What follows belongs to an exercise in optimizing a design on an open flow for small area, a short achievable clock period and few clock cycles per item; a production flow would make more cautious choices. Only simulation tests tie the RTL to the original design; equivalence was not proved.

== run A ==
## aes_8_bit
module aes_8_bit (rst, clk, key_in, d_in, d_out, d_vld);
    input rst, clk;
    input [7:0] key_in;
    input [7:0] d_in;
    output reg [7:0] d_out;
    output reg d_vld;
    reg [6:0] cnt;
    always @(posedge clk) begin
        if (rst) cnt <= 7'd0;
        else if (cnt != 7'd127) cnt <= cnt + 7'd1;
    end
    localparam CW = 32;
    localparam [CW-1:0] CW0 = 32'b10000010000000000000000000000001;
    wire [CW-1:0] nx;
  ...
export LEC_CHECK = 0
export ABC_CLOCK_PERIOD_IN_PS = 2800
export CAP_MARGIN = 20
export CORE_MARGIN = 2
export CORE_UTILIZATION = 55
export SETUP_SLACK_MARGIN = 4.3
export SLEW_MARGIN = 20
create_clock -name core_clock -period 7.0 [get_ports {clk}]
run.sh (not shown) runs the stock make flow with config.mk's settings and CLKGATE_MAP_FILE= SYNTH_SCRIPT=/design/flow/synth_recipe.tcl, a recipe that flattens the netlist after the stock synthesis.
Run A was carried through to the last stage, and its layout satisfied the timing, design-rule and antenna checks.
Testbench counts of run A, summed over its fixed seeds: cycles 47,104, blocks 512.
## Diff of input files: run B against run A
- clearing ABC_CLOCK_PERIOD_IN_PS, which used to be 2800
### Flow results
- Taking run A as the reference, in run B synthesized cell count roughly the same; total of endpoints with negative setup slack in the final report flat; number of instances on the worst hold path essentially unchanged; maximum clock rate ~0 delta.
Input changes introduced in run C (baseline for comparison: run B):
- CORE_UTILIZATION: 55 -> 60
Notes after the runs:
In run C, met1 routing resource usage after global routing is higher than in run B. [compare] base=run B new=run C: final critical delay including setup and external delays went up 27 ps; clock buffer instance count of the final layout up 13. Worst-case hold slack of run B is on par with run C.
## Diff of input files: run D against run C
- setting CELL_PAD_IN_SITES_GLOBAL_PLACEMENT to 0 for the first time
- setting CELL_PAD_IN_SITES_DETAIL_PLACEMENT to 0 for the first time
- changing CORE_UTILIZATION from 60 to 55
==> notes.md <==
- More vias were needed by run C than by run D.
- Final HPWL from detailed placement in run D is 2.6% above run C.
- The run with more setup slack is run D; run C has less.
- Total length of routed met3 wires (run D vs. run C) increases slightly
- Shortest period the worst path allows ends up lower on run D.
- Non-clock buffer count is lower on run D


Starting RTL as in the previous note.
Settings: LEC_CHECK=0, CAP_MARGIN=20, CORE_MARGIN=2, CORE_UTILIZATION=55, SETUP_SLACK_MARGIN=4.4, SLEW_MARGIN=20; clock period 7.0 ns.
Testbench counts at the start, summed over its fixed seeds: cycles 47,104, blocks 512.
Then changed:
Settings changed: PLACE_DENSITY_LB_ADDON set to 0.1, SETUP_SLACK_MARGIN 4.4 to 4.3.
Synthesized cell count is unchanged; maximum frequency decreases by 1.6%; sequential share of layout area rises by 0.82 points; wire length falls by 2.1%; count of clock-buffer cells in the layout decreases by 5.
Then changed:
Settings changed: GPL_ROUTABILITY_DRIVEN set to 0, GPL_TIMING_DRIVEN set to 1, PLACE_DENSITY_LB_ADDON 0.1 to unset.
Via count falls by about 0.37%.
Routed wire length falls by about 1%.
Utilization drops by 0.41 points.
Cell count came out lower by about 0.9%.
Clock-buffer cell count climbs by 2.
Area after synthesis stays the same.
Synthesized cell count is unchanged.
Then changed:
Settings changed: CORE_UTILIZATION 55 to 50, GPL_ROUTABILITY_DRIVEN 0 to unset, GPL_TIMING_DRIVEN 1 to unset.
Effect:
- worst setup slack barely changes
- global-route usage shrinks by 2.4 points
- die area goes up by 9.8%


Starting RTL as in the previous note.
Settings: LEC_CHECK=0, CAP_MARGIN=20, CORE_MARGIN=2, CORE_UTILIZATION=45, SETUP_SLACK_MARGIN=4.2, SLEW_MARGIN=20; clock period 7.0 ns.
Testbench counts at the start, summed over its fixed seeds: cycles 47,104, blocks 512.
Then changed:
- CAP_MARGIN: 20 -> 5
- CORE_UTILIZATION: 45 -> 55
- SETUP_SLACK_MARGIN: 4.2 -> 4.3
- SLEW_MARGIN: 20 -> 5
Die area decreases by 18%.
Global-route usage is higher by 4.8 points.
Cell area is higher by 0.81%.
Setup slack loses 42 ps.
Routed wire length came out lower by 3.0%.
Sequential cell count stays the same.
Non-clock buffer count drops by 1.
Clock skew grows by 8.2 ps.
Maximum frequency is lower by 1.5%.
Synthesized area does not change.

-- what the ideal ports hide --
How much do the figures lean on ideal ports? The routed layouts below were timed once more, with nothing changed but the port constraints. Step 1, drivers: a clkbuf_16 drives clk and a buf_2 each remaining input, both assumed. Step 2 also shifts input and output timing later by t, the mid clock arrival at the registers, as if the neighbouring blocks saw the same clock. Slacks: no drivers / after step 1 / after step 2; pairs: no drivers / after step 1.
run	t, ns	setup WS [ns]	worst hold slack (ns)	pins driven straight from the clock port
run A	0.631	4.263 / 4.263 / 3.694	0.338 / 0.338 / 0.338	1
run B	0.631	4.263 / 4.263 / 3.694	0.338 / 0.338 / 0.338	1
run C	0.603	4.236 / 4.236 / 3.702	0.339 / 0.339 / 0.339	1
run D	0.631	4.263 / 4.263 / 3.694	0.338 / 0.338 / 0.338	1
the first run of note 2	0.615	4.314 / 4.314 / 3.816	0.339 / 0.339 / 0.339	1
the second run of note 2	0.625	4.271 / 4.271 / 3.746	0.339 / 0.339 / 0.339	1
the third run of note 2	0.614	4.272 / 4.287 / 3.690	0.338 / 0.338 / 0.338	1
the fourth run of note 2	0.621	4.273 / 4.273 / 3.688	0.340 / 0.340 / 0.340	1
the first run of note 3	0.611	4.193 / 4.215 / 3.604	0.332 / 0.332 / 0.332	1
the second run of note 3	0.627	4.151 / 4.151 / 3.722	0.339 / 0.339 / 0.339	1
After both steps every run listed still meets setup and hold. For the first run of note 3, which loses most, drivers alone change the setup slack by +0.022 ns; drivers and shift together by -0.589 ns.
